From an optimization exercise on the open Yosys and OpenROAD flow, aimed at small area, a short achievable clock period and few clock cycles per item; shortcuts taken in it are not production practice. In this exercise RTL edits were held to simulation tests only and were not proved equivalent to the original. Power and IR drop assume default switching activity.

### design/flow/design.v
module vmicro16_core # (
    parameter DATA_WIDTH = 16,
    parameter CORE_ID    = 0
) (
    input         clk,
    input         reset,
    output [7:0]  dbug,
    output        halt,
    input  [7:0]   ints,
    input  [127:0] ints_data,
    output [7:0]   ints_ack,
    output reg [22:0] w_PADDR,
    output reg        w_PWRITE,
    output reg        w_PSELx,
    output reg        w_PENABLE,
    output reg [15:0] w_PWDATA,
    input      [15:0] w_PRDATA,
    input             w_PREADY,
    output [22:0] w2_PADDR,
    output        w2_PWRITE,
    output        w2_PSELx,
    output        w2_PENABLE,
    output [15:0] w2_PWDATA,
    input  [15:0] w2_PRDATA,
    input         w2_PREADY
);
    reg  [15:0] regs [0:7];
    reg  [3:0]  flags;               
    reg  [15:0] tim0 [0:63];         
    reg  [15:0] intv [0:7];          
    reg  [7:0]  intm;                
    reg         freq;                
    reg  [11:0] faddr;               
    reg  [11:0] npc;                 
    reg         fdrop;               
    reg  [15:0] ir, sb;              
    reg         iv, sv;
    reg         ldw;                 
    reg  [5:0]  prevb;               
    assign w2_PADDR   = {11'd0, faddr};
    assign w2_PSELx   = freq;
    assign w2_PENABLE = freq;
    assign w2_PWRITE  = 1'b0;
    assign w2_PWDATA  = 16'd0;
    assign ints_ack   = 8'd0;
    wire [4:0] op   = ir[15:11];
    wire [2:0] rd   = ir[10:8];
    wire [2:0] ra   = ir[7:5];
    wire [4:0] s5   = ir[4:0];
    wire [7:0] imm8 = ir[7:0];
    wire op_spcl  = (op == 5'b00000);
    wire op_lw    = (op == 5'b00001);
    wire op_sw    = (op == 5'b00010);
    wire op_bit   = (op == 5'b00011);
    wire op_mov   = (op == 5'b00100);
    wire op_movi  = (op == 5'b00101);
    wire op_aru   = (op == 5'b00110);
    wire op_ars   = (op == 5'b00111);
    wire op_br    = (op == 5'b01000);
    wire op_cmp   = (op == 5'b01001);
    wire op_setc  = (op == 5'b01010);
    wire op_mult  = (op == 5'b01011);
    wire op_lwex  = (op == 5'b01101);
    wire op_swex  = (op == 5'b01110);
    wire is_halt  = op_spcl & ir[0];
    wire is_mem   = op_lw | op_sw | op_lwex | op_swex;
    wire is_st    = op_sw | op_swex;
    wire is_ld    = op_lw | op_lwex | op_swex;       
    wire has_we   = op_lw | op_lwex | op_swex | op_mov | op_movi | op_aru |
                    op_ars | op_setc | op_bit | op_mult;
    wire [15:0] A = regs[rd];
    wire [15:0] B = regs[ra];
    function cond_ok(input [3:0] f, input [7:0] c);
        reg n, z, v;
        begin
            n = f[3]; z = f[2]; v = f[0];
            case (c)
                8'd0:    cond_ok = 1'b1;
                8'd1:    cond_ok = z;
                8'd2:    cond_ok = ~z;
                8'd3:    cond_ok = ~z & (n == v);
                8'd4:    cond_ok = (z == n);
                8'd5:    cond_ok = (z != n);
                8'd6:    cond_ok = z | (n != v);
                default: cond_ok = 1'b0;
            endcase
        end
    endfunction
    wire        ar_sub  = (op_aru & (s5 == 5'b10000)) |
                          (op_ars & (s5 == 5'b10000 || !s5[4]));
    wire        ar_imm  = !s5[4];
    wire [15:0] ar_i    = ar_imm ? {12'd0, s5[3:0]} : 16'd0;
    wire [15:0] ar_sum  = ar_sub ? (A - B - ar_i) : (A + B + ar_i);
    wire        ar_ok   = (s5 == 5'b11111) | (s5 == 5'b10000) | !s5[4];
    wire [16:0] cmp_t   = {1'b0, A} - {1'b0, B};
    wire [3:0]  cmp_f   = {cmp_t[15], (cmp_t[15:0] == 16'd0), 1'b0,
                           cmp_t[16] ^ cmp_t[15]};
    reg  [15:0] bit_res;
    always @(*)
        case (s5)
            5'd0:    bit_res = A | B;
            5'd1:    bit_res = A ^ B;
            5'd2:    bit_res = A & B;
            5'd3:    bit_res = ~B;
            5'd4:    bit_res = A << B;
            5'd5:    bit_res = A >> B;
            default: bit_res = 16'd0;
        endcase
    wire [15:0] mul_res = A * B;
    reg  [15:0] alu_res;
    always @(*) begin
        alu_res = 16'd0;
        if (op_bit)                 alu_res = bit_res;
        if (op_mov)                 alu_res = B;
        if (op_movi)                alu_res = {8'd0, imm8};
        if ((op_aru | op_ars) & ar_ok) alu_res = ar_sum;
        if (op_setc)                alu_res = {15'd0, cond_ok(flags, B[7:0])};
        if (op_mult)                alu_res = mul_res;
    end
    wire [15:0] addr    = B + {{11{s5[4]}}, s5};
    wire        tim0_en = ~addr[12] & ~addr[9] & ~addr[7];
    wire        sreg_en = addr[7] & ~addr[5] & ~addr[4];
    wire        intv_en = addr[8] & ~addr[3];
    wire        intm_en = addr[8] & addr[3];
    wire        apb_en  = ~(tim0_en | sreg_en | intv_en | intm_en);
    reg  [15:0] sr_val;
    always @(*)
        case (addr[2:0])
            3'd0:    sr_val = CORE_ID;
            3'd1:    sr_val = 16'd32;
            3'd2:    sr_val = 16'd4096;
            3'd3:    sr_val = 16'd9;
            default: sr_val = 16'd0;
        endcase
    wire [5:0]  rd_a6  = op_swex ? prevb + {s5[4], s5} : addr[5:0];
    wire [15:0] loc_rd = tim0_en ? tim0[rd_a6] :
                         sreg_en ? sr_val :
                         intv_en ? intv[addr[2:0]] :
                                   {8'd0, intm};
    wire mem_apb  = is_mem & apb_en;
    wire bus_done = w_PSELx & w_PENABLE & w_PREADY;
    wire bus_free = ~w_PSELx | bus_done;
    wire issue_bus = iv & mem_apb & ~ldw & bus_free;
    wire ex_go     = iv & ~is_halt &
                     (~mem_apb | (op_sw & bus_free) | (ldw & bus_done));
    wire redirect  = ex_go & op_br & cond_ok(flags, imm8);
    assign halt = iv & is_halt & ~w_PSELx;
    assign dbug = {7'd0, halt};
    wire [15:0] wdata = ldw ? w_PRDATA : (is_ld ? loc_rd : alu_res);
    wire        reg_we = ex_go & has_we;
    wire        loc_we = ex_go & is_st & ~apb_en;
    integer i;
    always @(posedge clk)
        if (reset) begin
            for (i = 0; i < 8; i = i + 1)
                regs[i] <= 16'd0;
            flags <= 4'd0;
            prevb <= 6'd0;
        end else begin
            if (reg_we)
                regs[rd] <= wdata;
            if (ex_go & op_cmp)
                flags <= cmp_f;
            if (ex_go)
                prevb <= (op_movi | op_br) ? imm8[5:0] :
                         ((op_aru | op_ars) & ar_imm) ? B[5:0] + s5[3:0] :
                         B[5:0];
        end
    always @(posedge clk) begin
        if (loc_we & tim0_en)
            tim0[addr[5:0]] <= A;
        if (loc_we & intv_en)
            intv[addr[2:0]] <= A;
        if (loc_we & intm_en)
            intm <= A[7:0];
    end
    always @(posedge clk)
        if (reset) begin
            w_PSELx   <= 1'b0;
            w_PENABLE <= 1'b0;
            ldw       <= 1'b0;
        end else begin
            if (issue_bus) begin
                w_PSELx   <= 1'b1;
                w_PENABLE <= 1'b0;
            end else if (bus_done) begin
                w_PSELx   <= 1'b0;
                w_PENABLE <= 1'b0;
            end else if (w_PSELx)
                w_PENABLE <= 1'b1;
            if (issue_bus & is_ld)
                ldw <= 1'b1;
            else if (ex_go)
                ldw <= 1'b0;
        end
    always @(posedge clk)
        if (issue_bus) begin
            w_PADDR  <= {op_lwex, op_swex, 5'd0, addr};
            w_PWRITE <= is_st;
            w_PWDATA <= A;
        end
    wire        fin    = freq & w2_PREADY;
    wire        fgood  = fin & ~fdrop & ~redirect;
    wire        ir_free = ~iv | ex_go;
    reg         iv_n, sv_n;
    always @(*) begin
        if (redirect) begin
            iv_n = 1'b0; sv_n = 1'b0;
        end else if (ir_free) begin
            iv_n = sv | fgood;
            sv_n = sv & fgood;
        end else begin
            iv_n = iv;
            sv_n = sv | fgood;
        end
    end
    wire        still  = freq & ~w2_PREADY;
    wire        issue  = ~still & ~(iv_n & sv_n);
    wire [11:0] npc_e  = redirect ? A[11:0] : npc;
    always @(posedge clk)
        if (reset) begin
            iv    <= 1'b0;
            sv    <= 1'b0;
            freq  <= 1'b1;
            faddr <= 12'd0;
            npc   <= 12'd1;
            fdrop <= 1'b0;
        end else begin
            iv <= iv_n;
            sv <= sv_n;
            freq <= still | issue;
            if (issue) begin
                faddr <= npc_e;
                npc   <= (npc_e == 12'hfff) ? npc_e : npc_e + 12'd1;
            end else if (redirect)
                npc <= npc_e;
            if (redirect & still)
                fdrop <= 1'b1;
            else if (fin)
                fdrop <= 1'b0;
        end
    always @(posedge clk) begin
        if (ir_free) begin
            if (sv)
                ir <= sb;
            else
                ir <= w2_PRDATA;
        end
        if (fin & (ir_free ? sv : ~sv))
            sb <= w2_PRDATA;
    end
endmodule
### design/flow/run.sh
#!/bin/bash
# synth_recipe.tcl (not shown) runs the flow's synth.tcl, then flattens the netlist and writes it again
# the make line also repeats each setting of config.mk as NAME=value (left out here)
make -C /OpenROAD-flow-scripts/flow DESIGN_CONFIG=/design/flow/config.mk WORK_HOME=/design/flow/orfs CLKGATE_MAP_FILE= SYNTH_SCRIPT=/design/flow/synth_recipe.tcl finish
### design/flow/config.mk
export PLATFORM = sky130hd
export DESIGN_NAME = vmicro16_core
export DESIGN_NICKNAME = vmicro16_core
export VERILOG_FILES = /design/flow/design.v
export SDC_FILE = /design/flow/constraint.sdc
export NUM_CORES = 4
export LEC_CHECK = 0
export CAP_MARGIN = 20
export CORE_MARGIN = 2
export CORE_UTILIZATION = 40
export SLEW_MARGIN = 20
### design/flow/constraint.sdc
create_clock -name core_clock -period 10.0 [get_ports {clk}]
set_input_delay 2.0000 -clock core_clock [delete_from_list [all_inputs] [get_ports {clk}]]
set_output_delay 2.0000 -clock core_clock [all_outputs]
set_load 0.01 [all_outputs]
==> results.txt <==
- After layout, the design draws a total of ~0.017 W.
* Final worst path period share: just under 90%
* Unrepaired setup endpoints after global routing: no
* Most frequent CP cell: sky130_fd_sc_hd__fa_1
- Met3 Usage GRT: ~3.8%
* GRT met2 Usage: 38.0%
* Half-perimeter wire length after detailed placement: 136 mm
* Fraction of layout instances using a drive strength above 1: between 10% and 20%
- From left edge to right edge, the die measures 418 um.
- The worst-case IR drop observed on VDD is 0.167 mV.
- Entering global routing, the biggest net connects around 130 pins.
- At the pin with the least slew margin, the transition time is 1.11 ns.
* Met1 routing resource usage after global routing: about a third
- Worst Setup Start Kind: register
- For this run, the register share of the synthesized area comes to just over 60%.
- Pre-CTS setup slack: ~1.5 ns
- Average via count per standard cell: 5.88
- Cells on Worst Hold Path: 2
- Maximum fanout count along the critical path: 26
- Hold repair after CTS inserted 0 buffers.
* Clock transition at the registers of the reported paths: 0.06 ns
* Hold Violations, Final: 0
- Compared with the post-synthesis result, the final layout area differs by 12.5%.
- Worst hold-check path type: register to register
- The number of clock buffers added by TritonCTS is 150.
- The worst setup path is captured at a register.
* Final setup TNS: 0 ns
* Post_cts resized: 0
- Summed over all layers, the routed wires come to 216 mm.
* Global-route wire length before repair: 314 mm
- Average size of a mapped cell: about 12 um^2
- Antenna violations before repair: 6
- Across the run, the number of max-cap violations was 0.
* Area of the mapped netlist: 0.0684 mm^2
* Clock Latency Late Sink: approximately 0.8 ns
* Number of warning messages in the yosys log: 1
* Area of the die: 0.174 mm^2
- Minimum setup slack in the final design: between 1 and 1.5 ns
- The synthesized design contains about 1400 register bits.
- TritonCTS built the clock tree.
- Cell area power density: about 220 mW/mm^2
* Min-Delay Startpoint: prevb[5]
- Critical register-to-register path endpoint: regs[0][14]
- In the final routed layout, each cell accounts on average for approximately 27 um.
- On the final layout, the worst hold slack is ~0.48 ns.
- Most congested layer reported by global routing: met2
- The critical path in this run is classified as register to register.
- For this design the static power due to leakage is 27.0 nW.
- After global routing the overflow that remains totals 0.
- Result of the run: timing/DRC/antenna clean
- The floorplan has roughly 150 rows.
* Global-route total usage across every layer: between 20% and 30%
- The first detailed-routing pass ran for 6 iterations.
- The final route contains ~47000 vias.
- Number of nets in the layout: roughly 6000
- For this design, the slowest cell found on the critical path is sky130_fd_sc_hd__dfxtp_2.
* Detail Route Antenna Nets: 0
- The worst path in the final design needs a cycle of slightly below 9 ns, including I/O delays and setup.
* Crit path DAT: between 9 and 10 ns
- Via count of the first global-routing pass: roughly 45000
- Number of buffers inserted by port buffering: between 80 and 90
- The core region is ~0.17 mm^2.
- The setup check on the worst reg-to-reg path leaves a slack of ~1.3 ns.
- # IOs: 273
- Post-synth cell types: between 100 and 150
- Placed cell count: roughly 7700
- Post-route DRC violation count: 0
- Total count of max-transition violations in the final report: 0
* Worst reg-to-reg path cell count: 23
- Final worst clock skew: roughly 0.073 ns
- The longest clock path from root to sink contains 3 buffers.
- The root buffer cell chosen for the clock tree is sky130_fd_sc_hd__clkbuf_16.
- Setup violations remaining at the end of the flow were counted as 0.
- Initial detailed-routing violation count: approximately 5600
- The signal on the critical path passes through mux2i_1, mux4_2, inv_1, ha_1, fa_1, inv_1, fa_1, fa_1, fa_1, inv_1, fa_1, inv_1, fa_1, inv_1, ha_1, a21o_1, a41oi_1, o21ai_0, xnor2_1, o21ai_1, a211oi_1, or2_1, nor2_1.
- For the worst setup path, the data required time is around 11 ns.
- Final std cells w/o fill: 7952
* Starting density of the core: a little over 40%
- In this run the vertical extent of the chip is around 420 um.
- Num Clock Sinks: between 1000 and 1500
- Once the clock tree was built, the setup fixing pass inserted 0 buffers.
- Synth async-reset ratio: 0%
- Hold EP: prevb[5]
- Measured against its own limit, the worst slew margin works out to between 20% and 30%.
- Yosys mapped a number of flops with a built-in enable equal to 1355.
* Syn Inst Count: 5504
- Most instantiated flip-flop cell in the synthesis netlist: sky130_fd_sc_hd__edfxtp_1
- Routability-driven placement finished with a final weighted congestion of 0.956.
- Based on the critical path, the design can be clocked at up to roughly 120 MHz.
- Longest individual stage delay on the worst path: 0.88 ns
* H-tree Lvls: 4
-- routing by layer --
metal	vias to the layer above	share of wire, %
li1	20500	-
met1	23600	41
met2	2278	46
met3	444	8.2
met4	2	4.8
met5	-	0.0060
-- synthesized netlist by cell type, types with 76 or more instances --
library cell	count	area [um^2]
sky130_fd_sc_hd__a311oi_1	109	955
sky130_fd_sc_hd__clkbuf_1	135	507
sky130_fd_sc_hd__a21oi_1	184	921
sky130_fd_sc_hd__buf_2	128	641
sky130_fd_sc_hd__nand2_1	977	3670
sky130_fd_sc_hd__nor2b_1	76	475
sky130_fd_sc_hd__a211oi_1	82	616
sky130_fd_sc_hd__nor3_1	86	430
sky130_fd_sc_hd__nand3_1	387	1940
sky130_fd_sc_hd__nor2_1	401	1510
sky130_fd_sc_hd__and3_1	99	619
sky130_fd_sc_hd__inv_1	173	649
sky130_fd_sc_hd__edfxtp_1	1355	40700
sky130_fd_sc_hd__ha_1	158	1980
sky130_fd_sc_hd__fa_1	92	1840
sky130_fd_sc_hd__mux2i_1	78	781
sky130_fd_sc_hd__o21ai_0	95	475
sky130_fd_sc_hd__mux4_2	144	3240
-- final cells by class --
type | instances | area (um^2)
diodes | 1 | 2.50
clock buffers | 191 | 3940
clock inverters | 76 | 786
fillers | 15200 | 92700
inverters | 186 | 707
multi-input cells | 3583 | 24600
flip-flops and latches | 1401 | 41600
well taps | 2218 | 2780
repair buffers | 296 | 2590
-- cells in the final DEF (no fill, tap or decap), drive strengths merged, types with 48 or more instances in the layout --
| cell type | n |
|---|---|
| clkinv | 69 |
| ha | 158 |
| nand2 | 979 |
| inv | 183 |
| a21oi | 184 |
| a211oi | 84 |
| a31oi | 50 |
| nand3 | 387 |
| conb | 48 |
| xnor2 | 73 |
| and3 | 99 |
| fa | 92 |
| buf | 209 |
| clkbuf | 191 |
| nor2 | 401 |
| o21ai | 120 |
| nor2b | 76 |
| edfxtp | 1355 |
| mux2i | 96 |
| nor3 | 87 |
| mux4 | 144 |
| a311oi | 109 |
| clkdlybuf4s50 | 87 |
-- worst max-delay path, delay by kind of cell (launching register included) --
family,cells,cell delay [ns]
DFF,1,0.88
and+or+nand+nor,2,0.37
buffers and inverters,5,0.75
xor gates and xnor gates,1,0.30
muxes,2,0.98
adders and majority gates,8,3.59
AOI/OAI and AO/OA,5,1.49
-- sequential cells by signal (all words and copies together) (netlist names), 3 cells and up, named ones only --
name,flops
tim0,1024
intv,128
regs,128
w_PADDR,18
ir,16
sb,16
w_PWDATA,16
faddr,12
npc,12
intm,8
prevb,6
flags,3
-- kinds of logic after synthesis --
family	Yosys count	share of synthesized area (%)
AND/OR/NAND/NOR	2136	13.7
flip-flops	1401	60.8
AO/OA/AOI/OAI	769	7.69
buffers and inverters	567	3.87
multiplexers	276	6.93
adder cells (fa/ha/maj)	250	5.58
XOR/XNOR	104	1.37
other	1	0.00548
-- how the worst max path moves through the flow --
stage,to,cells past startpoint,from,slack [ns]
after floorplan,w_PADDR[0],18,register,1.67
after global placement,regs[0][14],22,register,1.54
after detailed placement,regs[4][14],23,register,1.50
after CTS,regs[0][14],23,register,1.43
after global routing,regs[0][14],23,register,1.09
final,regs[0][14],23,register,1.34
-- power breakdown --
part | internal [W] | leakage [nW] | switching, W
combinational | 0.00159 | 11.9 | 0.00340
sequential | 0.00659 | 12.9 | 0.0000374
clock | 0.00296 | 2.28 | 0.00239
-- per-stage QoR --
step,util [%],area (um^2)
after floorplan,-,68600
after global placement,42.6,72200
after detailed placement,42.6,72300
after CTS,45.4,77000
after global routing,45.4,77000
final,45.4,77000
Testbench counts, summed over its fixed seeds: cycles 6,046, items 5,575.

==> what the ideal ports hide <==
No port has a modelled driver above. Below, the same layout with a new extraction and two added sets of constraints. Step 1 (the two cells are an assumption about what drives the block):
set clk [get_ports {clk}]
set_driving_cell -lib_cell sky130_fd_sc_hd__clkbuf_16 $clk
set_driving_cell -lib_cell sky130_fd_sc_hd__buf_2 [delete_from_list [all_inputs] $clk]
Step 2 also shifts input and output timing later by t, the mid clock arrival at the registers, as if the neighbouring blocks saw the same clock. a / b / c = no drivers / after step 1 / after step 2; a / b = the first two.
t (ns): 0.864
setup slack, ns: 1.344 / 1.344 / 1.344
worst setup path at the end: register to register
worst data-port slew with drivers (ns): 0.06
After both steps this run still meets setup and hold. The setup slack of this run moves by 0.000 ns with the drivers and by 0.000 ns with both steps.
